Background: an optimization exercise with open tools, aiming at small area. Do not read the settings as production practice. In this exercise RTL edits were held to simulation tests only and were not proved equivalent to the original. No driver is modelled on the clock port, so clocking that relies on it looks cheaper here than on a real chip.

**design/flow/design.v**
```verilog
`timescale 1ns / 1ps
module rp_acq (
    input clk,
    input rst_n,
    input [31:0] gpio_data,
    input [13:0] adc_dat_a_in,
    input ext_trig,
    output [7:0] led_o,
    output [31:0] BRAM_write_address,
    output [31:0] BRAM_write_data,
    output [3:0] BRAM_wren
);
    reg c_st;             
    reg c_prev;           
    reg c_start;          
    reg [23:0] samples;
    reg [23:0] reps;
    reg [5:0] hops;       
    wire [23:0] gd = gpio_data[23:0] & {24{rst_n}};
    wire cmd_s = c_st & (gpio_data[30:25] == 6'b111110);
    wire cmd_r = c_st & (gpio_data[30:25] == 6'b111111);
    wire cmd_h = c_st & (gpio_data[30:25] == 6'b111101);
    always @(posedge clk) begin
        c_prev <= rst_n & gpio_data[31];
        c_st <= rst_n & ~c_st & (gpio_data[31] ^ c_prev);
        c_start <= rst_n & c_st & (gpio_data[30:24] == 7'b0000001);
        if (cmd_s | ~rst_n) samples <= gd;
        if (cmd_r | ~rst_n) reps <= gd;
        if (cmd_h | ~rst_n) hops <= gd[5:0];
    end
    reg [1:0] st;
    reg last_trig;
    reg [2:0] pc;         
    reg [23:0] slat;      
    reg [23:0] rcn;       
    reg [13:0] xr;        
    reg [24:0] widx;      
    wire run = st[1] & st[0];
    wire [25:0] wc;
    wire [24:0] winc;
    assign wc[0] = 1'b1;
    genvar gi;
    generate for (gi = 0; gi < 25; gi = gi + 1) begin : g_winc
        assign winc[gi] = widx[gi] ^ wc[gi];
        assign wc[gi + 1] = widx[gi] & wc[gi];
    end endgenerate
    wire last = (winc[23:0] == slat);
    wire rdc = run & last;
    wire [24:0] rb;
    wire [23:0] rnext;
    assign rb[0] = 1'b1;
    generate for (gi = 0; gi < 24; gi = gi + 1) begin : g_rdec
        assign rnext[gi] = rcn[gi] ^ (rb[gi] & rdc);
        assign rb[gi + 1] = rcn[gi] & rb[gi];
    end endgenerate
    wire pc_last = pc[2] & ~pc[1];
    always @(posedge clk) begin
        if (st == 2'd0) rcn <= ~reps;
        else rcn <= rnext;
    end
    always @(posedge clk) begin
        last_trig <= ext_trig;
        if (!rst_n) begin
            st <= 2'd0;
            xr <= 14'd0;
        end else begin
            case (st)
                2'd0: begin
                    if (c_start) st <= 2'd1;
                end
                2'd1: begin
                    pc <= 3'd0;
                    if (&rcn) st <= 2'd0;
                    else if (ext_trig & ~last_trig) st <= 2'd2;
                end
                2'd2: begin
                    pc <= {pc[1:0], ~pc[2]};
                    if (pc_last) begin
                        st <= 2'd3;
                        slat <= samples;
                        xr <= adc_dat_a_in;
                    end
                end
                2'd3: begin
                    xr <= adc_dat_a_in;
                    if (last) begin
                        st <= 2'd1;
                    end
                end
            endcase
        end
    end
    always @(posedge clk) begin
        if (rst_n & run) widx <= winc;
        else widx <= {25{1'b1}};
    end
    reg [5:0] ph;         
    reg [5:0] ph1;        
    wire [13:0] x = {xr[13], ~xr[12:0]};    
    wire [6:0] pcy;
    wire [5:0] pnext;
    assign pcy[0] = 1'b0;
    generate for (gi = 0; gi < 6; gi = gi + 1) begin : g_ph
        assign pnext[gi] = ph[gi] ^ hops[gi] ^ pcy[gi];
        assign pcy[gi + 1] = (ph[gi] & hops[gi]) | (ph[gi] & pcy[gi]) | (hops[gi] & pcy[gi]);
    end endgenerate
    always @(posedge clk) begin
        if (!rst_n) ph <= 6'd0;
        else ph <= pnext;
        ph1 <= ph;
    end
    wire [31:0] pdec;
    genvar gp;
    generate for (gp = 0; gp < 32; gp = gp + 1) begin : g_pdec
        assign pdec[gp] = (ph1[4:0] == gp);
    end endgenerate
    wire [14:0] mag;
    assign mag[0] = |(pdec & 32'hf194b5e4);
    assign mag[1] = |(pdec & 32'ha1f2feec);
    assign mag[2] = |(pdec & 32'ha50a9036);
    assign mag[3] = |(pdec & 32'h2a262db8);
    assign mag[4] = |(pdec & 32'h35d4c484);
    assign mag[5] = |(pdec & 32'h50be33fe);
    assign mag[6] = |(pdec & 32'h42d0851a);
    assign mag[7] = |(pdec & 32'hc7d6b53c);
    assign mag[8] = |(pdec & 32'h3a0afd80);
    assign mag[9] = |(pdec & 32'h5616d22a);
    assign mag[10] = |(pdec & 32'h9b4ee566);
    assign mag[11] = |(pdec & 32'h493ef9b4);
    assign mag[12] = |(pdec & 32'h38fefe38);
    assign mag[13] = |(pdec & 32'h07feffc0);
    assign mag[14] = |(pdec & 32'h00010000);
    wire s = ph1[5];
    wire [14:0] xb = {x, 1'b0};
    wire one0 = xb[1] ^ xb[0];
    wire two0 = (xb[2] & ~xb[1] & ~xb[0]) | (~xb[2] & xb[1] & xb[0]);
    wire neg0 = xb[2] ^ s;
    wire one1 = xb[3] ^ xb[2];
    wire two1 = (xb[4] & ~xb[3] & ~xb[2]) | (~xb[4] & xb[3] & xb[2]);
    wire neg1 = xb[4] ^ s;
    wire one2 = xb[5] ^ xb[4];
    wire two2 = (xb[6] & ~xb[5] & ~xb[4]) | (~xb[6] & xb[5] & xb[4]);
    wire neg2 = xb[6] ^ s;
    wire one3 = xb[7] ^ xb[6];
    wire two3 = (xb[8] & ~xb[7] & ~xb[6]) | (~xb[8] & xb[7] & xb[6]);
    wire neg3 = xb[8] ^ s;
    wire one4 = xb[9] ^ xb[8];
    wire two4 = (xb[10] & ~xb[9] & ~xb[8]) | (~xb[10] & xb[9] & xb[8]);
    wire neg4 = xb[10] ^ s;
    wire one5 = xb[11] ^ xb[10];
    wire two5 = (xb[12] & ~xb[11] & ~xb[10]) | (~xb[12] & xb[11] & xb[10]);
    wire neg5 = xb[12] ^ s;
    wire one6 = xb[13] ^ xb[12];
    wire two6 = (xb[14] & ~xb[13] & ~xb[12]) | (~xb[14] & xb[13] & xb[12]);
    wire neg6 = xb[14] ^ s;
    wire w0 = one0 & mag[0];
    wire w1 = neg0 & ~(one0 & mag[0]);
    wire w2 = ((one0 & mag[1]) | (two0 & mag[0])) ^ neg0;
    wire w3 = ((one0 & mag[2]) | (two0 & mag[1])) ^ neg0;
    wire w4 = ((one0 & mag[3]) | (two0 & mag[2])) ^ neg0;
    wire w5 = ((one0 & mag[4]) | (two0 & mag[3])) ^ neg0;
    wire w6 = ((one0 & mag[5]) | (two0 & mag[4])) ^ neg0;
    wire w7 = ((one0 & mag[6]) | (two0 & mag[5])) ^ neg0;
    wire w8 = ((one0 & mag[7]) | (two0 & mag[6])) ^ neg0;
    wire w9 = ((one0 & mag[8]) | (two0 & mag[7])) ^ neg0;
    wire w10 = ((one0 & mag[9]) | (two0 & mag[8])) ^ neg0;
    wire w11 = ((one0 & mag[10]) | (two0 & mag[9])) ^ neg0;
    wire w12 = ((one0 & mag[11]) | (two0 & mag[10])) ^ neg0;
    wire w13 = ((one0 & mag[12]) | (two0 & mag[11])) ^ neg0;
    wire w14 = ((one0 & mag[13]) | (two0 & mag[12])) ^ neg0;
    wire w15 = ((one0 & mag[14]) | (two0 & mag[13])) ^ neg0;
    wire w16 = ((one0 & 1'b0) | (two0 & mag[14])) ^ neg0;
    wire w17 = ~neg0;
    wire w18 = one1 & mag[0];
    wire w19 = neg1 & ~(one1 & mag[0]);
    wire w20 = ((one1 & mag[1]) | (two1 & mag[0])) ^ neg1;
    wire w21 = ((one1 & mag[2]) | (two1 & mag[1])) ^ neg1;
    wire w22 = ((one1 & mag[3]) | (two1 & mag[2])) ^ neg1;
    wire w23 = ((one1 & mag[4]) | (two1 & mag[3])) ^ neg1;
    wire w24 = ((one1 & mag[5]) | (two1 & mag[4])) ^ neg1;
    wire w25 = ((one1 & mag[6]) | (two1 & mag[5])) ^ neg1;
    wire w26 = ((one1 & mag[7]) | (two1 & mag[6])) ^ neg1;
    wire w27 = ((one1 & mag[8]) | (two1 & mag[7])) ^ neg1;
    wire w28 = ((one1 & mag[9]) | (two1 & mag[8])) ^ neg1;
    wire w29 = ((one1 & mag[10]) | (two1 & mag[9])) ^ neg1;
    wire w30 = ((one1 & mag[11]) | (two1 & mag[10])) ^ neg1;
    wire w31 = ((one1 & mag[12]) | (two1 & mag[11])) ^ neg1;
    wire w32 = ((one1 & mag[13]) | (two1 & mag[12])) ^ neg1;
    wire w33 = ((one1 & mag[14]) | (two1 & mag[13])) ^ neg1;
    wire w34 = ((one1 & 1'b0) | (two1 & mag[14])) ^ neg1;
    wire w35 = ~neg1;
    wire w36 = one2 & mag[0];
    wire w37 = neg2 & ~(one2 & mag[0]);
    wire w38 = ((one2 & mag[1]) | (two2 & mag[0])) ^ neg2;
    wire w39 = ((one2 & mag[2]) | (two2 & mag[1])) ^ neg2;
    wire w40 = ((one2 & mag[3]) | (two2 & mag[2])) ^ neg2;
    wire w41 = ((one2 & mag[4]) | (two2 & mag[3])) ^ neg2;
    wire w42 = ((one2 & mag[5]) | (two2 & mag[4])) ^ neg2;
    wire w43 = ((one2 & mag[6]) | (two2 & mag[5])) ^ neg2;
    wire w44 = ((one2 & mag[7]) | (two2 & mag[6])) ^ neg2;
    wire w45 = ((one2 & mag[8]) | (two2 & mag[7])) ^ neg2;
    wire w46 = ((one2 & mag[9]) | (two2 & mag[8])) ^ neg2;
    wire w47 = ((one2 & mag[10]) | (two2 & mag[9])) ^ neg2;
    wire w48 = ((one2 & mag[11]) | (two2 & mag[10])) ^ neg2;
    wire w49 = ((one2 & mag[12]) | (two2 & mag[11])) ^ neg2;
    wire w50 = ((one2 & mag[13]) | (two2 & mag[12])) ^ neg2;
    wire w51 = ((one2 & mag[14]) | (two2 & mag[13])) ^ neg2;
    wire w52 = ((one2 & 1'b0) | (two2 & mag[14])) ^ neg2;
    wire w53 = ~neg2;
    wire w54 = one3 & mag[0];
    wire w55 = neg3 & ~(one3 & mag[0]);
    wire w56 = ((one3 & mag[1]) | (two3 & mag[0])) ^ neg3;
    wire w57 = ((one3 & mag[2]) | (two3 & mag[1])) ^ neg3;
    wire w58 = ((one3 & mag[3]) | (two3 & mag[2])) ^ neg3;
    wire w59 = ((one3 & mag[4]) | (two3 & mag[3])) ^ neg3;
    wire w60 = ((one3 & mag[5]) | (two3 & mag[4])) ^ neg3;
    wire w61 = ((one3 & mag[6]) | (two3 & mag[5])) ^ neg3;
    wire w62 = ((one3 & mag[7]) | (two3 & mag[6])) ^ neg3;
    wire w63 = ((one3 & mag[8]) | (two3 & mag[7])) ^ neg3;
    wire w64 = ((one3 & mag[9]) | (two3 & mag[8])) ^ neg3;
    wire w65 = ((one3 & mag[10]) | (two3 & mag[9])) ^ neg3;
    wire w66 = ((one3 & mag[11]) | (two3 & mag[10])) ^ neg3;
    wire w67 = ((one3 & mag[12]) | (two3 & mag[11])) ^ neg3;
    wire w68 = ((one3 & mag[13]) | (two3 & mag[12])) ^ neg3;
    wire w69 = ((one3 & mag[14]) | (two3 & mag[13])) ^ neg3;
    wire w70 = ((one3 & 1'b0) | (two3 & mag[14])) ^ neg3;
    wire w71 = ~neg3;
    wire w72 = one4 & mag[0];
    wire w73 = neg4 & ~(one4 & mag[0]);
    wire w74 = ((one4 & mag[1]) | (two4 & mag[0])) ^ neg4;
    wire w75 = ((one4 & mag[2]) | (two4 & mag[1])) ^ neg4;
    wire w76 = ((one4 & mag[3]) | (two4 & mag[2])) ^ neg4;
    wire w77 = ((one4 & mag[4]) | (two4 & mag[3])) ^ neg4;
    wire w78 = ((one4 & mag[5]) | (two4 & mag[4])) ^ neg4;
    wire w79 = ((one4 & mag[6]) | (two4 & mag[5])) ^ neg4;
    wire w80 = ((one4 & mag[7]) | (two4 & mag[6])) ^ neg4;
    wire w81 = ((one4 & mag[8]) | (two4 & mag[7])) ^ neg4;
    wire w82 = ((one4 & mag[9]) | (two4 & mag[8])) ^ neg4;
    wire w83 = ((one4 & mag[10]) | (two4 & mag[9])) ^ neg4;
    wire w84 = ((one4 & mag[11]) | (two4 & mag[10])) ^ neg4;
    wire w85 = ((one4 & mag[12]) | (two4 & mag[11])) ^ neg4;
    wire w86 = ((one4 & mag[13]) | (two4 & mag[12])) ^ neg4;
    wire w87 = ((one4 & mag[14]) | (two4 & mag[13])) ^ neg4;
    wire w88 = ((one4 & 1'b0) | (two4 & mag[14])) ^ neg4;
    wire w89 = ~neg4;
    wire w90 = one5 & mag[0];
    wire w91 = neg5 & ~(one5 & mag[0]);
    wire w92 = ((one5 & mag[1]) | (two5 & mag[0])) ^ neg5;
    wire w93 = ((one5 & mag[2]) | (two5 & mag[1])) ^ neg5;
    wire w94 = ((one5 & mag[3]) | (two5 & mag[2])) ^ neg5;
    wire w95 = ((one5 & mag[4]) | (two5 & mag[3])) ^ neg5;
    wire w96 = ((one5 & mag[5]) | (two5 & mag[4])) ^ neg5;
    wire w97 = ((one5 & mag[6]) | (two5 & mag[5])) ^ neg5;
    wire w98 = ((one5 & mag[7]) | (two5 & mag[6])) ^ neg5;
    wire w99 = ((one5 & mag[8]) | (two5 & mag[7])) ^ neg5;
    wire w100 = ((one5 & mag[9]) | (two5 & mag[8])) ^ neg5;
    wire w101 = ((one5 & mag[10]) | (two5 & mag[9])) ^ neg5;
    wire w102 = ((one5 & mag[11]) | (two5 & mag[10])) ^ neg5;
    wire w103 = ((one5 & mag[12]) | (two5 & mag[11])) ^ neg5;
    wire w104 = ((one5 & mag[13]) | (two5 & mag[12])) ^ neg5;
    wire w105 = ((one5 & mag[14]) | (two5 & mag[13])) ^ neg5;
    wire w106 = ((one5 & 1'b0) | (two5 & mag[14])) ^ neg5;
    wire w107 = ~neg5;
    wire w108 = one6 & mag[0];
    wire w109 = neg6 & ~(one6 & mag[0]);
    wire w110 = ((one6 & mag[1]) | (two6 & mag[0])) ^ neg6;
    wire w111 = ((one6 & mag[2]) | (two6 & mag[1])) ^ neg6;
    wire w112 = ((one6 & mag[3]) | (two6 & mag[2])) ^ neg6;
    wire w113 = ((one6 & mag[4]) | (two6 & mag[3])) ^ neg6;
    wire w114 = ((one6 & mag[5]) | (two6 & mag[4])) ^ neg6;
    wire w115 = ((one6 & mag[6]) | (two6 & mag[5])) ^ neg6;
    wire w116 = ((one6 & mag[7]) | (two6 & mag[6])) ^ neg6;
    wire w117 = ((one6 & mag[8]) | (two6 & mag[7])) ^ neg6;
    wire w118 = ((one6 & mag[9]) | (two6 & mag[8])) ^ neg6;
    wire w119 = ((one6 & mag[10]) | (two6 & mag[9])) ^ neg6;
    wire w120 = ((one6 & mag[11]) | (two6 & mag[10])) ^ neg6;
    wire w121 = ((one6 & mag[12]) | (two6 & mag[11])) ^ neg6;
    wire w122 = ((one6 & mag[13]) | (two6 & mag[12])) ^ neg6;
    wire w123 = ((one6 & mag[14]) | (two6 & mag[13])) ^ neg6;
    wire w124 = ((one6 & 1'b0) | (two6 & mag[14])) ^ neg6;
    wire w125 = ~neg6;
    wire w126 = w12 ^ w28;
    wire w127 = w12 & w28;
    wire w128 = w13 ^ w29 ^ w45;
    wire w129 = (w13 & w29) | (w13 & w45) | (w29 & w45);
    wire w130 = w14 ^ w30 ^ w46;
    wire w131 = (w14 & w30) | (w14 & w46) | (w30 & w46);
    wire w132 = w62 ^ w78;
    wire w133 = w62 & w78;
    wire w134 = w15 ^ w31 ^ w47;
    wire w135 = (w15 & w31) | (w15 & w47) | (w31 & w47);
    wire w136 = w63 ^ w79;
    wire w137 = w63 & w79;
    wire w138 = w16 ^ w32 ^ w48;
    wire w139 = (w16 & w32) | (w16 & w48) | (w32 & w48);
    wire w140 = w64 ^ w80;
    wire w141 = w64 & w80;
    wire w142 = neg0 ^ w33 ^ w49;
    wire w143 = (neg0 & w33) | (neg0 & w49) | (w33 & w49);
    wire w144 = w65 ^ w81;
    wire w145 = w65 & w81;
    wire w146 = neg0 ^ w34 ^ w50;
    wire w147 = (neg0 & w34) | (neg0 & w50) | (w34 & w50);
    wire w148 = w66 ^ w82;
    wire w149 = w66 & w82;
    wire w150 = w17 ^ w35 ^ w51;
    wire w151 = (w17 & w35) | (w17 & w51) | (w35 & w51);
    wire w152 = w67 ^ w83;
    wire w153 = w67 & w83;
    wire w154 = 1'b1 ^ w52 ^ w68;
    wire w155 = (1'b1 & w52) | (1'b1 & w68) | (w52 & w68);
    wire w156 = w8 ^ w24;
    wire w157 = w8 & w24;
    wire w158 = w9 ^ w25 ^ w41;
    wire w159 = (w9 & w25) | (w9 & w41) | (w25 & w41);
    wire w160 = w10 ^ w26 ^ w42;
    wire w161 = (w10 & w26) | (w10 & w42) | (w26 & w42);
    wire w162 = w58 ^ w73;
    wire w163 = w58 & w73;
    wire w164 = w11 ^ w27 ^ w43;
    wire w165 = (w11 & w27) | (w11 & w43) | (w27 & w43);
    wire w166 = w59 ^ w75 ^ w90;
    wire w167 = (w59 & w75) | (w59 & w90) | (w75 & w90);
    wire w168 = w44 ^ w60 ^ w76;
    wire w169 = (w44 & w60) | (w44 & w76) | (w60 & w76);
    wire w170 = w91 ^ w92 ^ w126;
    wire w171 = (w91 & w92) | (w91 & w126) | (w92 & w126);
    wire w172 = w61 ^ w77 ^ w93;
    wire w173 = (w61 & w77) | (w61 & w93) | (w77 & w93);
    wire w174 = w108 ^ w127 ^ w128;
    wire w175 = (w108 & w127) | (w108 & w128) | (w127 & w128);
    wire w176 = w94 ^ w109 ^ w110;
    wire w177 = (w94 & w109) | (w94 & w110) | (w109 & w110);
    wire w178 = w132 ^ w129 ^ w130;
    wire w179 = (w132 & w129) | (w132 & w130) | (w129 & w130);
    wire w180 = w95 ^ w111 ^ w133;
    wire w181 = (w95 & w111) | (w95 & w133) | (w111 & w133);
    wire w182 = w136 ^ w131 ^ w134;
    wire w183 = (w136 & w131) | (w136 & w134) | (w131 & w134);
    wire w184 = w96 ^ w112 ^ w137;
    wire w185 = (w96 & w112) | (w96 & w137) | (w112 & w137);
    wire w186 = w140 ^ w135 ^ w138;
    wire w187 = (w140 & w135) | (w140 & w138) | (w135 & w138);
    wire w188 = w97 ^ w113 ^ w141;
    wire w189 = (w97 & w113) | (w97 & w141) | (w113 & w141);
    wire w190 = w144 ^ w139 ^ w142;
    wire w191 = (w144 & w139) | (w144 & w142) | (w139 & w142);
    wire w192 = w98 ^ w114 ^ w145;
    wire w193 = (w98 & w114) | (w98 & w145) | (w114 & w145);
    wire w194 = w148 ^ w143 ^ w146;
    wire w195 = (w148 & w143) | (w148 & w146) | (w143 & w146);
    wire w196 = w99 ^ w115 ^ w149;
    wire w197 = (w99 & w115) | (w99 & w149) | (w115 & w149);
    wire w198 = w152 ^ w147 ^ w150;
    wire w199 = (w152 & w147) | (w152 & w150) | (w147 & w150);
    wire w200 = w84 ^ w100 ^ w116;
    wire w201 = (w84 & w100) | (w84 & w116) | (w100 & w116);
    wire w202 = w153 ^ w151 ^ w154;
    wire w203 = (w153 & w151) | (w153 & w154) | (w151 & w154);
    wire w204 = w53 ^ w69 ^ w85;
    wire w205 = (w53 & w69) | (w53 & w85) | (w69 & w85);
    wire w206 = w101 ^ w117 ^ w155;
    wire w207 = (w101 & w117) | (w101 & w155) | (w117 & w155);
    wire w208 = 1'b1 ^ w70 ^ w86;
    wire w209 = (1'b1 & w70) | (1'b1 & w86) | (w70 & w86);
    wire w210 = w102 ^ w118;
    wire w211 = w102 & w118;
    wire w212 = w71 ^ w87 ^ w103;
    wire w213 = (w71 & w87) | (w71 & w103) | (w87 & w103);
    wire w214 = 1'b1 ^ w88;
    wire w215 = 1'b1 & w88;
    wire w216 = w6 ^ w22;
    wire w217 = w6 & w22;
    wire w218 = w7 ^ w23 ^ w39;
    wire w219 = (w7 & w23) | (w7 & w39) | (w23 & w39);
    wire w220 = w40 ^ w55 ^ w56;
    wire w221 = (w40 & w55) | (w40 & w56) | (w55 & w56);
    wire w222 = w57 ^ w72 ^ w157;
    wire w223 = (w57 & w72) | (w57 & w157) | (w72 & w157);
    wire w224 = w74 ^ w162 ^ w159;
    wire w225 = (w74 & w162) | (w74 & w159) | (w162 & w159);
    wire w226 = w163 ^ w161 ^ w164;
    wire w227 = (w163 & w161) | (w163 & w164) | (w161 & w164);
    wire w228 = w165 ^ w167 ^ w168;
    wire w229 = (w165 & w167) | (w165 & w168) | (w167 & w168);
    wire w230 = w169 ^ w172 ^ w171;
    wire w231 = (w169 & w172) | (w169 & w171) | (w172 & w171);
    wire w232 = w173 ^ w176 ^ w175;
    wire w233 = (w173 & w176) | (w173 & w175) | (w176 & w175);
    wire w234 = w177 ^ w180 ^ w179;
    wire w235 = (w177 & w180) | (w177 & w179) | (w180 & w179);
    wire w236 = w181 ^ w184 ^ w183;
    wire w237 = (w181 & w184) | (w181 & w183) | (w184 & w183);
    wire w238 = w185 ^ w188 ^ w187;
    wire w239 = (w185 & w188) | (w185 & w187) | (w188 & w187);
    wire w240 = w189 ^ w192 ^ w191;
    wire w241 = (w189 & w192) | (w189 & w191) | (w192 & w191);
    wire w242 = w193 ^ w196 ^ w195;
    wire w243 = (w193 & w196) | (w193 & w195) | (w196 & w195);
    wire w244 = w200 ^ w197 ^ w199;
    wire w245 = (w200 & w197) | (w200 & w199) | (w197 & w199);
    wire w246 = w201 ^ w204 ^ w203;
    wire w247 = (w201 & w204) | (w201 & w203) | (w204 & w203);
    wire w248 = w210 ^ w205 ^ w208;
    wire w249 = (w210 & w205) | (w210 & w208) | (w205 & w208);
    wire w250 = w119 ^ w211 ^ w209;
    wire w251 = (w119 & w211) | (w119 & w209) | (w211 & w209);
    wire w252 = w104 ^ w120 ^ w214;
    wire w253 = (w104 & w120) | (w104 & w214) | (w120 & w214);
    wire w254 = w89 ^ w105 ^ w121;
    wire w255 = (w89 & w105) | (w89 & w121) | (w105 & w121);
    wire w256 = 1'b1 ^ w106;
    wire w257 = 1'b1 & w106;
    wire w258 = w4 ^ w19;
    wire w259 = w4 & w19;
    wire w260 = w5 ^ w21 ^ w36;
    wire w261 = (w5 & w21) | (w5 & w36) | (w21 & w36);
    wire w262 = w37 ^ w38 ^ w216;
    wire w263 = (w37 & w38) | (w37 & w216) | (w38 & w216);
    wire w264 = w54 ^ w217 ^ w218;
    wire w265 = (w54 & w217) | (w54 & w218) | (w217 & w218);
    wire w266 = w156 ^ w219 ^ w220;
    wire w267 = (w156 & w219) | (w156 & w220) | (w219 & w220);
    wire w268 = w221 ^ w158 ^ w222;
    wire w269 = (w221 & w158) | (w221 & w222) | (w158 & w222);
    wire w270 = w160 ^ w223 ^ w224;
    wire w271 = (w160 & w223) | (w160 & w224) | (w223 & w224);
    wire w272 = w166 ^ w225 ^ w226;
    wire w273 = (w166 & w225) | (w166 & w226) | (w225 & w226);
    wire w274 = w170 ^ w227 ^ w228;
    wire w275 = (w170 & w227) | (w170 & w228) | (w227 & w228);
    wire w276 = w229 ^ w174 ^ w230;
    wire w277 = (w229 & w174) | (w229 & w230) | (w174 & w230);
    wire w278 = w178 ^ w231 ^ w232;
    wire w279 = (w178 & w231) | (w178 & w232) | (w231 & w232);
    wire w280 = w182 ^ w233 ^ w234;
    wire w281 = (w182 & w233) | (w182 & w234) | (w233 & w234);
    wire w282 = w186 ^ w235 ^ w236;
    wire w283 = (w186 & w235) | (w186 & w236) | (w235 & w236);
    wire w284 = w190 ^ w237 ^ w238;
    wire w285 = (w190 & w237) | (w190 & w238) | (w237 & w238);
    wire w286 = w194 ^ w239 ^ w240;
    wire w287 = (w194 & w239) | (w194 & w240) | (w239 & w240);
    wire w288 = w198 ^ w241 ^ w242;
    wire w289 = (w198 & w241) | (w198 & w242) | (w241 & w242);
    wire w290 = w202 ^ w243 ^ w244;
    wire w291 = (w202 & w243) | (w202 & w244) | (w243 & w244);
    wire w292 = w206 ^ w245 ^ w246;
    wire w293 = (w206 & w245) | (w206 & w246) | (w245 & w246);
    wire w294 = w207 ^ w248 ^ w247;
    wire w295 = (w207 & w248) | (w207 & w247) | (w248 & w247);
    wire w296 = w212 ^ w249 ^ w250;
    wire w297 = (w212 & w249) | (w212 & w250) | (w249 & w250);
    wire w298 = w213 ^ w252 ^ w251;
    wire w299 = (w213 & w252) | (w213 & w251) | (w252 & w251);
    wire w300 = w215 ^ w254 ^ w253;
    wire w301 = (w215 & w254) | (w215 & w253) | (w254 & w253);
    wire w302 = w122 ^ w256 ^ w255;
    wire w303 = (w122 & w256) | (w122 & w255) | (w256 & w255);
    wire w304 = w107 ^ w123 ^ w257;
    wire w305 = (w107 & w123) | (w107 & w257) | (w123 & w257);
    wire w306 = 1'b1 ^ w124;
    wire w307 = 1'b1 & w124;
    wire w308 = w1 ^ w2;
    wire w309 = w1 & w2;
    wire w310 = w3 ^ w18 ^ w309;
    wire w311 = (w3 & w18) | (w3 & w309) | (w18 & w309);
    wire w312 = w20 ^ w258 ^ w311;
    wire w313 = (w20 & w258) | (w20 & w311) | (w258 & w311);
    wire w314 = w259 ^ w260 ^ w313;
    wire w315 = (w259 & w260) | (w259 & w313) | (w260 & w313);
    wire w316 = w261 ^ w262 ^ w315;
    wire w317 = (w261 & w262) | (w261 & w315) | (w262 & w315);
    wire w318 = w263 ^ w264 ^ w317;
    wire w319 = (w263 & w264) | (w263 & w317) | (w264 & w317);
    wire w320 = w265 ^ w266 ^ w319;
    wire w321 = (w265 & w266) | (w265 & w319) | (w266 & w319);
    wire w322 = w267 ^ w268 ^ w321;
    wire w323 = (w267 & w268) | (w267 & w321) | (w268 & w321);
    wire w324 = w269 ^ w270;
    wire w325 = w269 & w270;
    wire w326 = w271 ^ w272 ^ w325;
    wire w327 = (w271 & w272) | (w271 & w325) | (w272 & w325);
    wire w328 = w273 ^ w274 ^ w327;
    wire w329 = (w273 & w274) | (w273 & w327) | (w274 & w327);
    wire w330 = w275 ^ w276 ^ w329;
    wire w331 = (w275 & w276) | (w275 & w329) | (w276 & w329);
    wire w332 = w277 ^ w278 ^ w331;
    wire w333 = (w277 & w278) | (w277 & w331) | (w278 & w331);
    wire w334 = w324 ^ w323;
    wire w335 = w323 & w324;
    wire w336 = w326 ^ w335;
    wire w337 = w324 & w326;
    wire w338 = w323 & w337;
    wire w339 = w328 ^ w338;
    wire w340 = w337 & w328;
    wire w341 = w323 & w340;
    wire w342 = w330 ^ w341;
    wire w343 = w340 & w330;
    wire w344 = w323 & w343;
    wire w345 = w332 ^ w344;
    wire w346 = w343 & w332;
    wire w347 = w323 & w346;
    wire w348 = w333 | w347;
    wire w349 = w279 ^ w280;
    wire w350 = w279 & w280;
    wire w351 = w281 ^ w282 ^ w350;
    wire w352 = (w281 & w282) | (w281 & w350) | (w282 & w350);
    wire w353 = w283 ^ w284 ^ w352;
    wire w354 = (w283 & w284) | (w283 & w352) | (w284 & w352);
    wire w355 = w285 ^ w286 ^ w354;
    wire w356 = (w285 & w286) | (w285 & w354) | (w286 & w354);
    wire w357 = w287 ^ w288 ^ w356;
    wire w358 = (w287 & w288) | (w287 & w356) | (w288 & w356);
    wire w359 = w349 ^ w348;
    wire w360 = w348 & w349;
    wire w361 = w351 ^ w360;
    wire w362 = w349 & w351;
    wire w363 = w348 & w362;
    wire w364 = w353 ^ w363;
    wire w365 = w362 & w353;
    wire w366 = w348 & w365;
    wire w367 = w355 ^ w366;
    wire w368 = w365 & w355;
    wire w369 = w348 & w368;
    wire w370 = w357 ^ w369;
    wire w371 = w368 & w357;
    wire w372 = w348 & w371;
    wire w373 = w358 | w372;
    wire w374 = w289 ^ w290;
    wire w375 = w289 & w290;
    wire w376 = w291 ^ w292 ^ w375;
    wire w377 = (w291 & w292) | (w291 & w375) | (w292 & w375);
    wire w378 = w293 ^ w294 ^ w377;
    wire w379 = (w293 & w294) | (w293 & w377) | (w294 & w377);
    wire w380 = w296 ^ w295 ^ w379;
    wire w381 = (w296 & w295) | (w296 & w379) | (w295 & w379);
    wire w382 = w297 ^ w298 ^ w381;
    wire w383 = (w297 & w298) | (w297 & w381) | (w298 & w381);
    wire w384 = w374 ^ w373;
    wire w385 = w373 & w374;
    wire w386 = w376 ^ w385;
    wire w387 = w374 & w376;
    wire w388 = w373 & w387;
    wire w389 = w378 ^ w388;
    wire w390 = w387 & w378;
    wire w391 = w373 & w390;
    wire w392 = w380 ^ w391;
    wire w393 = w390 & w380;
    wire w394 = w373 & w393;
    wire w395 = w382 ^ w394;
    wire w396 = w393 & w382;
    wire w397 = w373 & w396;
    wire w398 = w383 | w397;
    wire w399 = w300 ^ w299;
    wire w400 = w300 & w299;
    wire w401 = w302 ^ w301 ^ w400;
    wire w402 = (w302 & w301) | (w302 & w400) | (w301 & w400);
    wire w403 = w304 ^ w303 ^ w402;
    wire w404 = (w304 & w303) | (w304 & w402) | (w303 & w402);
    wire w405 = w306 ^ w305 ^ w404;
    wire w406 = (w306 & w305) | (w306 & w404) | (w305 & w404);
    wire w407 = w125 ^ w307 ^ w406;
    wire w408 = (w125 & w307) | (w125 & w406) | (w307 & w406);
    wire w409 = w399 ^ w398;
    wire w410 = w398 & w399;
    wire w411 = w401 ^ w410;
    wire w412 = w399 & w401;
    wire w413 = w398 & w412;
    wire w414 = w403 ^ w413;
    wire w415 = w412 & w403;
    wire w416 = w398 & w415;
    wire w417 = w405 ^ w416;
    wire w418 = w415 & w405;
    wire w419 = w398 & w418;
    wire w420 = w407 ^ w419;
    wire w421 = w418 & w407;
    wire [28:0] pm = {w420, w417, w414, w411, w409, w395, w392, w389, w386, w384, w370, w367, w364, w361, w359, w345, w342, w339, w336, w334, w322, w320, w318, w316, w314, w312, w310, w308, w0};
    reg [28:0] prod;
    always @(posedge clk) prod <= pm;
    assign led_o = {6'd0, st};
    assign BRAM_wren = {4{run}};
    assign BRAM_write_address = {{5{widx[24]}}, widx, 2'b00};
    assign BRAM_write_data = {{3{prod[28]}}, prod};
endmodule
```
**design/flow/flow/run.sh**
```bash
#!/bin/bash
# Own layout flow: the standard synthesis, then the combinational logic
# between the standard synthesis's registers and adder cells is re-mapped for
# area with ABC (registers, full and half adders and tie cells are kept as
# they are), then the standard layout with a minimum-size buffer on every
# port.  Each tool writes its full output to a log file in this folder.
set -euo pipefail
W=$PWD
F=$W/flow
R=$W/orfs/results/${FLOW_PLATFORM}/rp_acq/base
YOSYS=${FLOW_HOME}/../tools/install/yosys/bin/yosys
[ -x "$YOSYS" ] || YOSYS=yosys
LIB=${FLOW_HOME}/platforms/${FLOW_PLATFORM}/lib/sky130_fd_sc_hd__tt_025C_1v80.lib

bash standard.sh synth > $W/log_1_standard_synth.log 2>&1
cp $R/1_2_yosys.v $W/standard_synth.v

python3 $F/reopt.py $W/standard_synth.v $W/reopt_in.v > $W/log_2_reopt_py.log 2>&1
bash $F/reopt.sh $W/reopt_in.v $W/reopt_out.v $W > $W/log_3_reopt.log 2>&1
cp $W/reopt_out.v $R/1_2_yosys.v

CTS="-sink_clustering_enable -repair_clock_nets -dont_use_dummy_load -buf_list sky130_fd_sc_hd__clkbuf_8 -sink_clustering_size 20 -sink_clustering_max_diameter 40"
MK=(BUFFER_PORTS_ARGS="-buffer_cell sky130_fd_sc_hd__buf_1" CTS_ARGS="$CTS")
bash standard.sh "${MK[@]}" cts > $W/log_4_standard_to_cts.log 2>&1
CTS_ODB=$R/4_cts.odb CTS_BIG=50 CTS_SMALL=25 openroad -no_init -exit $F/cts_resize.tcl > $W/log_5_cts_resize.log 2>&1
bash standard.sh "${MK[@]}" finish > $W/log_6_standard_layout.log 2>&1
```
**design/flow/flow/cts_resize.tcl**
```tcl
# Size each clock tree buffer by the number of flip-flop clock pins it
# drives, so no clock pin sees a slow edge, then re-legalize the placement.
read_db $::env(CTS_ODB)
set block [ord::get_db_block]
set db [ord::get_db]
proc master {name} { return [[ord::get_db] findMaster $name] }
set changed 0
foreach inst [$block getInsts] {
  set m [[$inst getMaster] getName]
  if {![string match "sky130_fd_sc_hd__clkbuf_*" $m]} { continue }
  set out [$inst findITerm X]
  if {$out == "NULL"} { continue }
  set net [$out getNet]
  if {$net == "NULL" || [$net getSigType] != "CLOCK"} { continue }
  set ff 0
  set bufs 0
  set xs {}
  set ys {}
  foreach it [$net getITerms] {
    set bb [[$it getInst] getBBox]
    lappend xs [$bb xMin]
    lappend ys [$bb yMin]
    if {[$it isOutputSignal]} { continue }
    set mm [[$it getInst] getMaster]
    if {[string match "*clkbuf*" [$mm getName]]} { incr bufs } else { incr ff }
  }
  if {$bufs > 0} { continue }
  # estimated load in fF: about 2 fF per clock pin and 0.25 fF per um of
  # the pins' half perimeter
  set hpwl [expr {([tcl::mathfunc::max {*}$xs] - [tcl::mathfunc::min {*}$xs] + [tcl::mathfunc::max {*}$ys] - [tcl::mathfunc::min {*}$ys]) / 1000.0}]
  set load [expr {2.0 * $ff + 0.25 * $hpwl}]
  if {$load > $::env(CTS_BIG)} {
    set want sky130_fd_sc_hd__clkbuf_16
  } elseif {$load <= $::env(CTS_SMALL)} {
    set want sky130_fd_sc_hd__clkbuf_4
  } else {
    set want sky130_fd_sc_hd__clkbuf_8
  }
  if {$want != $m} {
    puts "[$inst getName]: $ff flip-flops, load about $load fF, $m -> $want"
    $inst swapMaster [master $want]
    incr changed
  }
}
puts "clock buffers resized: $changed"
detailed_placement
check_placement -verbose
write_db $::env(CTS_ODB)
```
**design/flow/flow/libfunc.py**
```python
"""Read combinational cell functions from the sky130hd liberty file and turn
an ABC-mapped gate netlist into Verilog assign statements."""
import re

def lib_functions(path):
    txt = open(path).read()
    funcs = {}
    for m in re.finditer(r'\n\s*cell\s*\(\s*"?(\w+)"?\s*\)\s*\{', txt):
        name = m.group(1)
        start = m.end()
        nxt = txt.find('\n    cell (', start)
        body = txt[start:nxt if nxt > 0 else len(txt)]
        outs = {}
        for pm in re.finditer(r'pin\s*\(\s*"?(\w+)"?\s*\)\s*\{', body):
            pb = body[pm.end():pm.end() + 4000]
            d = re.search(r'direction\s*:\s*"?(\w+)"?', pb)
            f = re.search(r'function\s*:\s*"([^"]*)"', pb)
            if d and d.group(1) == 'output' and f:
                outs[pm.group(1)] = f.group(1)
        if outs:
            funcs[name] = outs
    return funcs

def to_verilog_expr(f, pins):
    # liberty: ! not, & or space and, | or + or, ^ xor
    e = f.replace('!', '~').replace('+', '|')
    e = re.sub(r'\)\s+\(', ')&(', e)
    e = re.sub(r'(\w)\s+(\w)', r'\1&\2', e)
    e = re.sub(r'(\w)\s+\(', r'\1&(', e)
    e = re.sub(r'\)\s+(\w)', r')&\1', e)
    e = re.sub(r'\b([A-Z]\w*)\b', lambda m: '(%s)' % pins[m.group(1)] if m.group(1) in pins else m.group(0), e)
    return e

import subprocess, os, tempfile
ABC = '/OpenROAD-flow-scripts/tools/install/yosys/bin/yosys-abc'
LIB = '/OpenROAD-flow-scripts/flow/platforms/sky130hd/lib/sky130_fd_sc_hd__tt_025C_1v80.lib'
DONT = ['sky130_fd_sc_hd__probe_p_8', 'sky130_fd_sc_hd__probec_p_8']

def abc_map(blif_text, script, prefix):
    """Optimize and map a BLIF with ABC; return (verilog assign lines, area)."""
    d = tempfile.mkdtemp()
    fi = os.path.join(d, 'in.blif'); fo = os.path.join(d, 'out.blif')
    open(fi, 'w').write(blif_text)
    cmd = 'read_lib -w %s; read %s; %s; print_stats; write_blif %s' % (LIB, fi, script, fo)
    r = subprocess.run([ABC, '-c', cmd], capture_output=True, text=True)
    area = re.findall(r'area\s*=\s*([0-9.]+)', r.stdout)
    funcs = lib_functions(LIB)
    lines = []
    txt = open(fo).read().replace('\\\n', ' ')
    n = 0
    for ln in txt.split('\n'):
        ln = ln.strip()
        if ln.startswith('.gate'):
            parts = ln.split()[1:]
            cell = parts[0]
            pins = dict(p.split('=') for p in parts[1:])
            outs = funcs[cell]
            for op, f in outs.items():
                if op in pins:
                    lines.append('    assign %s = %s;' % (pins[op], to_verilog_expr(f, pins)))
        elif ln.startswith('.names'):
            parts = ln.split()[1:]
            lines.append(('NAMES', parts))
    # handle .names (constants / buffers) simply
    out = []
    tl = txt.split('\n')
    i = 0
    while i < len(tl):
        ln = tl[i].strip()
        if ln.startswith('.names'):
            parts = ln.split()[1:]
            rows = []
            i += 1
            while i < len(tl) and tl[i].strip() and not tl[i].strip().startswith('.'):
                rows.append(tl[i].strip()); i += 1
            if len(parts) == 1:
                out.append("    assign %s = 1'b%d;" % (parts[0], 1 if rows and rows[0] == '1' else 0))
            elif len(parts) == 2 and rows in (['1 1'],):
                out.append('    assign %s = %s;' % (parts[1], parts[0]))
            elif len(parts) == 2 and rows in (['0 1'],):
                out.append('    assign %s = ~%s;' % (parts[1], parts[0]))
            else:
                raise Exception('names %s %s' % (parts, rows))
            continue
        i += 1
    return [l for l in lines if not isinstance(l, tuple)] + out, float(area[-1]) if area else None
```
**design/flow/flow/reopt.py**
```python
#!/usr/bin/env python3
"""Prepare a mapped sky130 netlist (flat, one module) for re-mapping its
combinational logic: single-output combinational cells become assign
statements; flip-flops, full/half adders and tie cells stay as instances.
Full adders with two or three inverted inputs are flipped
(FA(~a,~b,~c) = ~FA(a,b,c)), so the inverters can cancel; half adders with
an unused output become a plain gate.
usage: reopt.py in.v out.v"""
import re, sys
sys.path.insert(0, __file__.rsplit('/', 1)[0])
import libfunc

KEEP = re.compile(r'sky130_fd_sc_hd__(fa|ha|dfxtp|edfxtp|dfrtp|conb|dfstp|sdf|edf)')
INV = re.compile(r'sky130_fd_sc_hd__(inv|clkinv)_\d+$')

def esc(n):
    return n + ' ' if n.startswith('\\') else n

def main(fi, fo):
    net = open(fi).read()
    funcs = libfunc.lib_functions(libfunc.LIB)
    m = re.search(r'module\s+(\w+)\s*\((.*?)\);(.*)endmodule', net, re.S)
    top, ports, body = m.group(1), m.group(2), m.group(3)
    stmts = [s.strip() for s in body.split(';') if s.strip()]
    cells = []   # [type, name, pins dict] or None for plain statements
    other = []
    for s in stmts:
        mi = re.match(r'(sky130_fd_sc_hd__\w+)\s+(\S+)\s*\((.*)\)$', s, re.S)
        if mi:
            pins = dict((a, b.strip()) for a, b in re.findall(r'\.(\w+)\(([^()]*)\)', mi.group(3)))
            cells.append([mi.group(1), mi.group(2), pins])
        else:
            other.append(s)
    outpins = ('X', 'Y', 'Q', 'Q_N', 'SUM', 'COUT', 'HI', 'LO')
    use = {}
    for t, n, p in cells:
        for k, v in p.items():
            if k not in outpins and v:
                use[v] = use.get(v, 0) + 1
    for s in other:
        if s.startswith('assign'):
            rhs = s.split('=', 1)[1]
            for v in re.findall(r'(\\\S+|[A-Za-z_][\w$]*(?:\s*\[\d+\])?)', rhs):
                v = v.strip()
                use[v] = use.get(v, 0) + 1
    inv_of = {}
    for t, n, p in cells:
        if INV.match(t):
            inv_of[p['Y']] = p['A']
    extra = []
    wires = []
    cnt = [0]
    def newnet():
        cnt[0] += 1
        w = 'reopt_n%d' % cnt[0]
        wires.append(w)
        return w
    # Choose a polarity for every full adder (flipped: it gets complemented
    # inputs and gives complemented outputs) to need as few inverters as
    # possible.  A net's value is traced back through inverters to a base
    # net; a base driven by other logic is taken to be free in either
    # polarity, one driven by a flip-flop or half adder is true only.
    drv = {}
    for i, (t, n, p) in enumerate(cells):
        for k, v in p.items():
            if k in outpins and v:
                drv[v] = i
    def base(v):
        r = 0
        while v in inv_of:
            v = inv_of[v]; r ^= 1
        return v, r
    fas = [i for i, c in enumerate(cells) if re.match(r'sky130_fd_sc_hd__fa_\d', c[0])]
    fa_idx = dict((i, j) for j, i in enumerate(fas))
    pol = [0] * len(fas)
    # requirements: base -> list of (kind, fa index or None, parity)
    req = {}
    for i, (t, n, p) in enumerate(cells):
        if INV.match(t):
            continue
        generic = not KEEP.match(t)
        for k, v in p.items():
            if k in outpins or not v:
                continue
            b, r = base(v)
            if i in fa_idx:
                req.setdefault(b, []).append((fa_idx[i], r))
            elif not generic:
                req.setdefault(b, []).append((None, r))
    for s_ in other:
        if s_.startswith('assign'):
            rhs = s_.split('=', 1)[1].strip()
            b, r = base(rhs)
            req.setdefault(b, []).append((None, r))
    def src_pol(b):
        j = drv.get(b)
        if j is None:
            return 0
        if j in fa_idx:
            return ('fa', fa_idx[j])
        if KEEP.match(cells[j][0]):
            return 0
        return None   # generic logic: free
    bases = list(req.keys())
    bsrc = dict((b, src_pol(b)) for b in bases)
    def cost_of(b):
        sp = bsrc[b]
        if sp is None:
            return 0
        have = pol[sp[1]] if isinstance(sp, tuple) else 0
        need = set((r ^ (pol[j] if j is not None else 0)) for j, r in req[b])
        return 1 if any(x != have for x in need) else 0
    touch = {}
    for b in bases:
        sp = bsrc[b]
        if isinstance(sp, tuple):
            touch.setdefault(sp[1], set()).add(b)
        for j, r in req[b]:
            if j is not None:
                touch.setdefault(j, set()).add(b)
    improved = True
    rounds = 0
    while improved and rounds < 50:
        improved = False
        rounds += 1
        for j in range(len(fas)):
            bs = touch.get(j, ())
            before = sum(cost_of(b) for b in bs)
            pol[j] ^= 1
            after = sum(cost_of(b) for b in bs)
            if after < before:
                improved = True
            else:
                pol[j] ^= 1
    flips = 0
    for j, i in enumerate(fas):
        if not pol[j]:
            continue
        flips += 1
        t, n, p = cells[i]
        new = []
        for k in ('A', 'B', 'CIN'):
            w = newnet()
            extra.append('assign %s = ~%s;' % (w, esc(p[k])))
            p[k] = w
        for k in ('SUM', 'COUT'):
            o = p.get(k, '')
            if o:
                w = newnet()
                extra.append('assign %s = ~%s;' % (esc(o), w))
                p[k] = w
    out = ['module %s(%s);' % (top, ports)]
    for s in other:
        out.append('  ' + s + ' ;')
    for w in wires:
        out.append('  wire %s;' % w)
    ha_fixed = 0
    for t, n, p in cells:
        if re.match(r'sky130_fd_sc_hd__ha_\d', t):
            s_, c_ = p.get('SUM', ''), p.get('COUT', '')
            if not s_ or use.get(s_, 0) == 0:
                out.append('  assign %s = %s & %s;' % (esc(c_), esc(p['A']), esc(p['B'])))
                ha_fixed += 1
                continue
            if not c_ or use.get(c_, 0) == 0:
                out.append('  assign %s = %s ^ %s;' % (esc(s_), esc(p['A']), esc(p['B'])))
                ha_fixed += 1
                continue
        if KEEP.match(t):
            out.append('  %s %s (%s);' % (t, n, ', '.join('.%s(%s)' % (k, esc(v)) for k, v in p.items())))
            continue
        pe = dict((k, esc(v)) for k, v in p.items())
        for op, f in funcs[t].items():
            if op in p and p[op]:
                out.append('  assign %s = %s;' % (pe[op], libfunc.to_verilog_expr(f, pe)))
    for s in extra:
        out.append('  ' + s)
    out.append('endmodule')
    open(fo, 'w').write('\n'.join(out) + '\n')
    print('full adders flipped: %d, half adders made plain gates: %d' % (flips, ha_fixed))

if __name__ == '__main__':
    main(sys.argv[1], sys.argv[2])
```
**design/flow/flow/reopt.sh**
```bash
#!/bin/bash
# Re-map the combinational logic of $1 (prepared by reopt.py) with a set of
# Yosys/ABC script variants (at most NUM_CORES at a time), then keep as $2
# the result with the smallest area after OpenROAD's resizer has repaired it
# (slew, and setup with a margin of REOPT_MARGIN ns, without wires).  Each
# run's full output goes to a log in $3.
set -uo pipefail
IN=$1; OUT=$2; LOGDIR=$3
F=$(cd "$(dirname "$0")" && pwd)
YOSYS=${FLOW_HOME}/../tools/install/yosys/bin/yosys
[ -x "$YOSYS" ] || YOSYS=yosys
P=${FLOW_HOME}/platforms/${FLOW_PLATFORM}
export LIB=$P/lib/sky130_fd_sc_hd__tt_025C_1v80.lib
export TECH_LEF=$P/lef/sky130_fd_sc_hd.tlef
export SC_LEF=$P/lef/sky130_fd_sc_hd_merged.lef
export EST_MARGIN=${REOPT_MARGIN:-0.3}
export PLATFORM_DIR=$P
export IN LOGDIR F YOSYS
T=${REOPT_SECONDS:-45}
R="strash; &get -n; &dch -f; &nf -R 1000; &put"
scripts=(
  "$R"
  "$R; $R"
  "$R; $R; $R"
  "strash; &get -n; &syn2; &dch -f; &nf -R 1000; &put"
  "strash; dc2; &get -n; &dch -f; &nf -R 1000; &put"
  "strash; &get -n; &dch -f; &nf -R 1000 -F 8 -A 4; &put"
  "strash; &get -n; &dch -f; &nf -R 1000 -p; &put"
  "strash; &get -n; &deepsyn -T $T -S 1; &dch -f; &nf -R 1000; &put"
  "strash; &get -n; &deepsyn -T $T -S 2; &dch -f; &nf -R 1000; &put"
)
pres=("" "abc -g AND,NAND,OR,NOR,XOR,XNOR,MUX; opt;" "freduce; opt;")
run_one() {
  i=$1; pre=$2; scr=$3
  d=$LOGDIR/reopt_$i; mkdir -p $d
  echo "$scr" | tr ';' '\n' | sed 's/^ *//' > $d/script.abc
  $YOSYS -p "read_liberty -lib $LIB; read_verilog $IN; hierarchy -top ${FLOW_TOP}; opt -purge; techmap; opt -fast; $pre abc -liberty $LIB -dont_use *probe* -dont_use *lpflow* -script $d/script.abc; opt_clean -purge; setundef -zero; hilomap -singleton -hicell sky130_fd_sc_hd__conb_1 HI -locell sky130_fd_sc_hd__conb_1 LO; splitnets; opt_clean -purge; check; tee -o $d/stat.txt stat -liberty $LIB; write_verilog -noattr -nohex -nodec $d/out.v" > $LOGDIR/log_3_reopt_run$i.log 2>&1
  NET=$d/out.v openroad -no_init -exit $F/reopt_est.tcl > $LOGDIR/log_3_reopt_est$i.log 2>&1
}
export -f run_one
jobs=$LOGDIR/reopt_jobs.txt
: > $jobs
n=0
for pre in "${pres[@]}"; do
  for scr in "${scripts[@]}"; do
    printf '%s|%s|%s\n' "$n" "$pre" "$scr" >> $jobs
    n=$((n+1))
  done
done
tr '\n' '\0' < $jobs | xargs -0 -P ${NUM_CORES:-8} -I{} bash -c 'IFS="|" read -r i pre scr <<< "$1"; run_one "$i" "$pre" "$scr"' _ {}
best=""; bestE=""
while IFS='|' read -r i pre scr; do
  d=$LOGDIR/reopt_$i
  a=$(grep "Chip area" $d/stat.txt 2>/dev/null | awk '{print $NF}')
  e=$(grep "^EST" $LOGDIR/log_3_reopt_est$i.log 2>/dev/null | awk '{print $2}')
  w=$(grep "^WNS1" $LOGDIR/log_3_reopt_est$i.log 2>/dev/null | awk '{print $2}')
  [ -n "$a" ] && [ -n "$e" ] && [ -s $d/out.v ] || continue
  echo "run $i: area $a, after repair $e (slack $w): $pre $scr"
  if [ -z "$bestE" ] || awk "BEGIN{exit !($e < $bestE)}"; then best=$i; bestE=$e; fi
done < $jobs
echo "kept run $best"
cp $LOGDIR/reopt_$best/out.v $OUT
```
**design/flow/flow/reopt_est.tcl**
```tcl
# Area of a re-mapped netlist after the resizer has repaired it for slew and
# for setup with a margin, without wires: used only to choose among the
# re-mapping candidates.
read_lef $::env(TECH_LEF)
read_lef $::env(SC_LEF)
read_liberty $::env(LIB)
read_verilog $::env(NET)
link_design $::env(FLOW_TOP)
read_sdc $::env(FLOW_SDC)
source $::env(PLATFORM_DIR)/setRC.tcl
set_dont_use {sky130_fd_sc_hd__probe_p_8 sky130_fd_sc_hd__probec_p_8 *lpflow*}
puts "WNS0 [worst_slack -max]"
repair_design
repair_timing -setup -setup_margin $::env(EST_MARGIN)
puts "WNS1 [worst_slack -max]"
set a 0
foreach inst [get_cells *] { set a [expr {$a + [get_property [get_lib_cells -of_objects $inst] area]}] }
puts "EST $a"
```
**design/flow/standard.sh**
```bash
#!/bin/bash
# synth_recipe.tcl (not shown) runs the flow's synth.tcl, then flattens the netlist and writes it again
# the make line also repeats each setting of config.mk as NAME=value (left out here)
make -C /OpenROAD-flow-scripts/flow DESIGN_CONFIG=/design/flow/config.mk WORK_HOME=/design/flow/orfs CLKGATE_MAP_FILE= SYNTH_SCRIPT=/design/flow/synth_recipe.tcl "${@:-finish}"
```
**design/flow/config.mk**
```make
export PLATFORM = sky130hd
export DESIGN_NAME = rp_acq
export DESIGN_NICKNAME = rp_acq
export VERILOG_FILES = /design/flow/design.v
export SDC_FILE = /design/flow/constraint.sdc
export NUM_CORES = 8
export LEC_CHECK = 0
export ABC_AREA = 1
export CAP_MARGIN = 10
export CORE_MARGIN = 2
export CORE_UTILIZATION = 40
export GPL_ROUTABILITY_DRIVEN = 0
export GPL_TIMING_DRIVEN = 0
export PLACE_DENSITY = 0.8
export SETUP_SLACK_MARGIN = 0.0
export SLEW_MARGIN = 10
```
**design/flow/constraint.sdc**
```tcl
create_clock -name core_clock -period 8.0 [get_ports {clk}]
set_input_delay 1.6000 -clock core_clock [delete_from_list [all_inputs] [get_ports {clk}]]
set_output_delay 1.6000 -clock core_clock [all_outputs]
set_load 0.01 [all_outputs]
```
==> summary.md, run 1 <==
| Metric | Value |
|---|---|
| Outcome | `no timing/DRC/antenna violations` |
| Final ANT Viol Nets | `0` |
| Initial Utilization | `40.6%` |
| Die width | `between 150 and 200 um` |
| Post-Syn Area | `0.0116 mm2` |
| Chip height | `175 um` |
| Routed wire length | `26.7 mm` |
| Number of port buffers | `about 120` |
| WS Path Type | `flop to flop` |
| Pre-CTS WS | `-0.265 ns` |
| RSZ-0062 raised after global routing | `false` |
| # rows | `between 60 and 70` |
| DRC Markers | `0` |
| Ys Warns | `1` |
| Required time worst endpoint | `approximately 8.4 ns` |
| Clock root buffer | `clkbuf_8` |
| HPWL Detailed | `approximately 20 mm` |
| CTS tree | `built` |
| Area delta synth->final | `14.7%` |
| Startpoint types | `flop` |
| Slew HR | `between 20% and 30%` |
| CP arrival | `between 8 and 9 ns` |
| First-pass GRT wire length | `~44 mm` |
| Max Clk Rate | `about 130 MHz` |
| GRT overflow | `0` |
| CTS hold repair buffers | `0` |
| CP endpoint kind | `flop` |
| Io pins | `125` |
| Final setup fails | `0` |
| Vias | `around 9000` |
| CTS Sinks | `about 190` |
| Syn Inst Count | `~1100` |
| Slew Limit Fails | `0` |
| Finished Core Util | `between 40% and 50%` |
| Layout cells sized above 1 | `a little under 7%` |
| Worst slew pin tran | `roughly 1.2 ns` |
| Post-route cell area | `0.0134 mm2` |
| Core area | `about 0.029 mm2` |
| Clk Latency, worst-skew pair | `around 0.47 ns` |
| Max Cap Viol | `0` |
| Post-Syn Area per Cell | `between 10 and 15 um2` |
| Hold Path Class | `flop to flop` |
| Hold Path Depth | `0` |
| Setup TNS | `0 ns` |
| Htree depth | `4` |
| TritonCTS buffer count | `17` |
| Nets@finish | `roughly 1400` |
| Final WS setup | `~0.34 ns` |
| Fin crit share | `between 90% and 100%` |
| Vias in the first global route | `around 8800` |
| Initial DRC count | `slightly above 900` |
| Area after DPL | `around 0.013 mm2` |
| Worst R2R Path Depth | `25` |
| Die Area | `0.0305 mm2` |
| Largest net degree at the start of global routing | `37` |
| Drt first pass iters | `9` |
| Fill cell count | `between 2000 and 3000` |
| Skew final | `between 0.03 and 0.04 ns` |
| Final worst path period need | `~7.7 ns` |
| Hold violation count in the final report | `0` |
| Max Buffers Root-to-Sink | `2` |
| Routed wire per std cell | `~17 um` |
| Worst-path clk slew | `roughly 0.090 ns` |
| Vias/cell | `between 5 and 6` |
| Total GRT Usage | `approximately 18%` |
| Ant diodes | `0` |
| Crit path max fanout | `7` |
| Antenna violations before repair | `1` |
[metal layers]
layer	GRT usage [%]	share of wire [%]
met5	0	0.045
met2	29.7	48
met4	7.78	4.0
met3	3.13	7.7
met1	22.8	40
[critical path, stage by stage (launching register included)]
cell and delay [ns]:
dfxtp_1 0.50, clkinv_1 0.23, nand2_1 0.22, nor2_1 0.15, a21oi_1 0.37, nand2_1 0.23
nor4b_4 0.24, buf_4 0.19, o22ai_1 0.10, xor2_1 0.21, fa_1 0.52, fa_1 0.49
fa_1 0.52, fa_1 0.50, clkinv_1 0.06, ha_1 0.15, clkinv_1 0.08, fa_1 0.45
fa_1 0.46, fa_1 0.45, fa_1 0.53, o31ai_4 0.36, nand2_1 0.12, nand2_1 0.14
ha_1 0.17, xor2_1 0.13
[registers in the layout (all words and copies together), names as in the netlist, 2 cells and up]
register and flops:
prod 29, widx 25, rcn 24, reps 24, samples 24, slat 24
xr 14, hops 6, ph1 6, ph 6, pc 3, st 2
[per-stage QoR]
step | hold slack, ns | std cells
finish | 0.360 | 1621
global route | 0.374 | 1621
CTS | 0.366 | 1607
detailed placement | 0.355 | 1590
global placement | 0.350 | 1577
floorplan | 0.334 | 1077
[cell usage in the layout (no fill, tap or decap), drive strengths merged, types with 44 or more instances in the layout]
master  instances
buf           143
dfxtp         110
o22ai          99
fa             98
nor2           98
xnor2          93
edfxtp         81
xor2           72
ha             49
clkinv         44
nand2          44
[final timing paths]
| check | from | to | slack [ns] |
|---|---|---|---|
| max | ph1[2] | prod[25] | 0.34 |
| min | ph[0] | ph1[0] | 0.36 |
| max reg2reg | ph1[2] | prod[25] | 0.34 |
| min reg2reg | ph[0] | ph1[0] | 0.36 |
[what timing repair did]
item                       in CTS  in global routing
setup buffers                   0                 14
pin swaps                       1                  6
setup endpoints to repair      10                 20
gates resized for setup         9                 19
[final cells by class]
cell class / instances / area, um2 / share of cell area [%]
tap: 384 / 480 / 3.60
sequential: 191 / 4640 / 34.7
clock buffer: 17 / 256 / 1.92
inverter: 44 / 165 / 1.24
timing repair buffer: 143 / 697 / 5.22
multi-input combinational: 842 / 7120 / 53.3
==> run 2, diff against run 1 <==
--- a/design/flow/flow/reopt.sh
+++ b/design/flow/flow/reopt.sh
@@ -26,8 +26,6 @@
   "strash; dc2; &get -n; &dch -f; &nf -R 1000; &put"
   "strash; &get -n; &dch -f; &nf -R 1000 -F 8 -A 4; &put"
   "strash; &get -n; &dch -f; &nf -R 1000 -p; &put"
-  "strash; &get -n; &deepsyn -T $T -S 1; &dch -f; &nf -R 1000; &put"
-  "strash; &get -n; &deepsyn -T $T -S 2; &dch -f; &nf -R 1000; &put"
 )
 pres=("" "abc -g AND,NAND,OR,NOR,XOR,XNOR,MUX; opt;" "freduce; opt;")
 run_one() {
--- a/design/flow/config.mk
+++ b/design/flow/config.mk
@@ -12,5 +12,5 @@
 export GPL_ROUTABILITY_DRIVEN = 0
 export GPL_TIMING_DRIVEN = 0
 export PLACE_DENSITY = 0.8
-export SETUP_SLACK_MARGIN = 0.0
+export SETUP_SLACK_MARGIN = 0.1
 export SLEW_MARGIN = 10
==> run 2 against run 1 <==
Effect of this change: critical endpoint is now prod[28]; final cell count decreased by 0.19%; via count decreased by 1.4%; first-iteration DRC count increased by 10%; non-clock buffer count decreased by 3; global-route usage decreased by 0.33 points; die area unchanged; still clean.
==> summary.md, run 2 <==
| Metric | Value |
|---|---|
| Cell with the most instances on the worst path | `fa_1` |
| Slew Limit Fails | `0 (unchanged)` |
| Most frequent cells in the layout | `115 x buf_1, 106 x dfxtp_1, 99 x o22ai_1` |
| Worst slew pin tran | `1.30 ns (+0.138 ns)` |
| Max Clk Rate | `132 MHz (+1.5%)` |
| Crit path max fanout | `20 (+13)` |
| Setup TNS | `0 ns (unchanged)` |
| Drt first pass iters | `6 (-3)` |
| WS Path Type | `flop to flop` |
| Largest net degree at the start of global routing | `38 (+2.7%)` |
| Reg with most FFs | `prod` |
| # rows | `62 (unchanged)` |
| Final setup fails | `0 (unchanged)` |
| CP endpoint kind | `flop` |
| Hold violation count in the final report | `0 (unchanged)` |
| Die Area | `0.0305 mm2 (unchanged)` |
| Fill cell count | `2602 (+0.35%)` |
| HPWL Detailed | `19.8 mm (-1.6%)` |
| Io pins | `125 (unchanged)` |
| Area delta synth->final | `14.4%` |
| Fin crit share | `94.4% (-1.4 points)` |
| Number of port buffers | `116 (unchanged)` |
| Largest registers | `prod x29, widx x25` |
| Antenna violations before repair | `1 (unchanged)` |
| CTS hold repair buffers | `0 (unchanged)` |
| Hold Path Class | `flop to flop` |
| CTS tree | `built` |
| Syn Inst Count | `1070 (unchanged)` |
| Ant diodes | `0 (unchanged)` |
| Startpoint types | `flop` |
| Slew HR | `13.4% (-9.2 points)` |
| Skew final | `0.0274 ns (-0.00476 ns)` |
| FF/Latch Area | `0.00464 mm2 (about the same)` |
| Chip height | `175 um (unchanged)` |
| Slowest CP cell | `dfxtp_2` |
| First-pass GRT wire length | `42.9 mm (-2.3%)` |
| Crit-path cells | `nor2b_1 > nand3_1 > and3_1 > nand2_1 > nor3_4 > o22ai_1 > xnor2_1 > fa_1 > fa_1 > fa_1 > fa_1 > clkinv_1 > ha_1 > clkinv_1 > fa_1 > fa_1 > fa_1 > fa_1 > o31ai_4 > nand2_1 > nand2_1 > nand3_1 > xnor2_1` |
| Nets@finish | `1432 (-0.21%)` |
| GRT overflow | `0 (unchanged)` |
| Initial DRC count | `1006 (+10%)` |
| Final ANT Viol Nets | `0 (unchanged)` |
| Clock root buffer | `clkbuf_8` |
| Worst-path clk slew | `0.09 ns (about the same)` |
| DRC Markers | `0 (unchanged)` |
| Routed wire per std cell | `16.2 um (-1.6%)` |
| Post-route cell area | `0.0133 mm2 (-0.32%)` |
| RSZ-0062 raised after global routing | `false` |
| Core area | `0.0287 mm2 (unchanged)` |
| Worst path bufs/invs | `2 (-2)` |
| Cell family with most CP delay | `adder cells` |
| Clk Latency, worst-skew pair | `0.47 ns (about the same)` |
| Ys Warns | `1 (unchanged)` |
| Post-Syn Area | `0.0116 mm2 (unchanged)` |
| Die width | `175 um (unchanged)` |
| Htree depth | `4 (unchanged)` |
| Multi-input logic area | `0.00711 mm2 (-0.14%)` |
| TritonCTS buffer count | `17 (unchanged)` |
| Routed wire length | `26.3 mm (-1.8%)` |
| Most common cell after layout, fill and taps aside | `buf_1` |
| Initial Utilization | `40.6% (unchanged)` |
| Final worst path period need | `7.55 ns (-0.111 ns)` |
| Post-Syn Area per Cell | `10.9 um2 (unchanged)` |
| Outcome | `no timing/DRC/antenna violations` |
| Total GRT Usage | `17.5% (-0.33 points)` |
| Vias | `8824 (-1.4%)` |
| Max Cap Viol | `0 (unchanged)` |
| Area after DPL | `0.0128 mm2 (about the same)` |
| Max Buffers Root-to-Sink | `2 (unchanged)` |
| Vias in the first global route | `8590 (-2.7%)` |
| Required time worst endpoint | `8.35 ns (-0.04 ns)` |
| Layout cells sized above 1 | `6.48% (-0.31 points)` |
| CTS Sinks | `191 (unchanged)` |
| Max reg flops | `29 (unchanged)` |
| Crit path largest cell delay | `0.55 ns (+0.02 ns)` |
| CP arrival | `7.90 ns (-0.15 ns)` |
| Vias/cell | `5.45 (-1.2%)` |
## run 2: cell type report
type	count	share of cell area, %
clock buffer	17	1.84
inverter	44	1.24
multi-input combinational	842	53.4
sequential	191	34.8
tap	384	3.61
timing repair buffer	140	5.07
## run 2: worst register-to-register path: cells and delay by family (launching register included)
kind	cells	cell delay [ns]
xor+xnor	2	0.35
compound gates	2	0.63
buf+inv	2	0.14
flops	1	0.55
simple gates	8	1.75
fa+ha+maj	9	4.01
## run 2: path summary, 6_finish.rpt
path / start / to / slack [ns] / cells past startpoint
setup / recovery: ph1[0] / prod[28] / 0.45 / 23
setup reg to reg: ph1[0] / prod[28] / 0.45 / 23
hold / removal: ph[0] / ph1[0] / 0.36 / 0
hold reg to reg: ph[0] / ph1[0] / 0.36 / 0
## run 2: through the flow
| stage | utilization (%) | cells | hold slack (ns) | worst slack (ns) |
|---|---|---|---|---|
| floorplan | - | 1077 | 0.334 | 0.203 |
| global placement | 43.9 | 1577 | 0.350 | -1.01 |
| detailed placement | 44.7 | 1589 | 0.360 | -0.611 |
| CTS | 45.8 | 1608 | 0.366 | 0.111 |
| global route | 46.4 | 1618 | 0.376 | 0.0991 |
| finish | 46.4 | 1618 | 0.364 | 0.450 |
## run 2: what timing repair did
action	CTS	global route
resized for setup	12	17
pin swaps	1	5
buffers inserted	2	10
endpoints found under the setup margin	10	19
## run 2: per-layer routing
layer / track usage (%) / share of wire [%]
met3: 3.02 / 6.2
met5: 0 / 0.049
met1: 22.9 / 42
met4: 7.88 / 3.9
met2: 28.5 / 48

==> port drivers added, routing unchanged <==
Ports are ideal in the flow. The routed layouts listed here were re-timed in OpenROAD.
Step 1 (the two cells are an assumption about what drives the block):
set clk [get_ports {clk}]
set_driving_cell -lib_cell sky130_fd_sc_hd__clkbuf_16 $clk
set_driving_cell -lib_cell sky130_fd_sc_hd__buf_2 [delete_from_list [all_inputs] $clk]
Step 2 also shifts input and output timing later by t, the mid clock arrival at the registers, as if the neighbouring blocks saw the same clock.
Slacks: no drivers / after step 1 / after step 2; pairs: no drivers / after step 1.
run | shift t [ns] | setup slack, ns | hold WS [ns] | slew at the worst register clock pin (ns)
run 1 | 0.496 | 0.339 / 0.339 / 0.339 | 0.360 / 0.360 / 0.360 | 0.10 / 0.10
run 2 | 0.497 | 0.450 / 0.450 / 0.450 | 0.364 / 0.364 / 0.364 | 0.10 / 0.10
After both steps setup and hold are still met in every run listed.
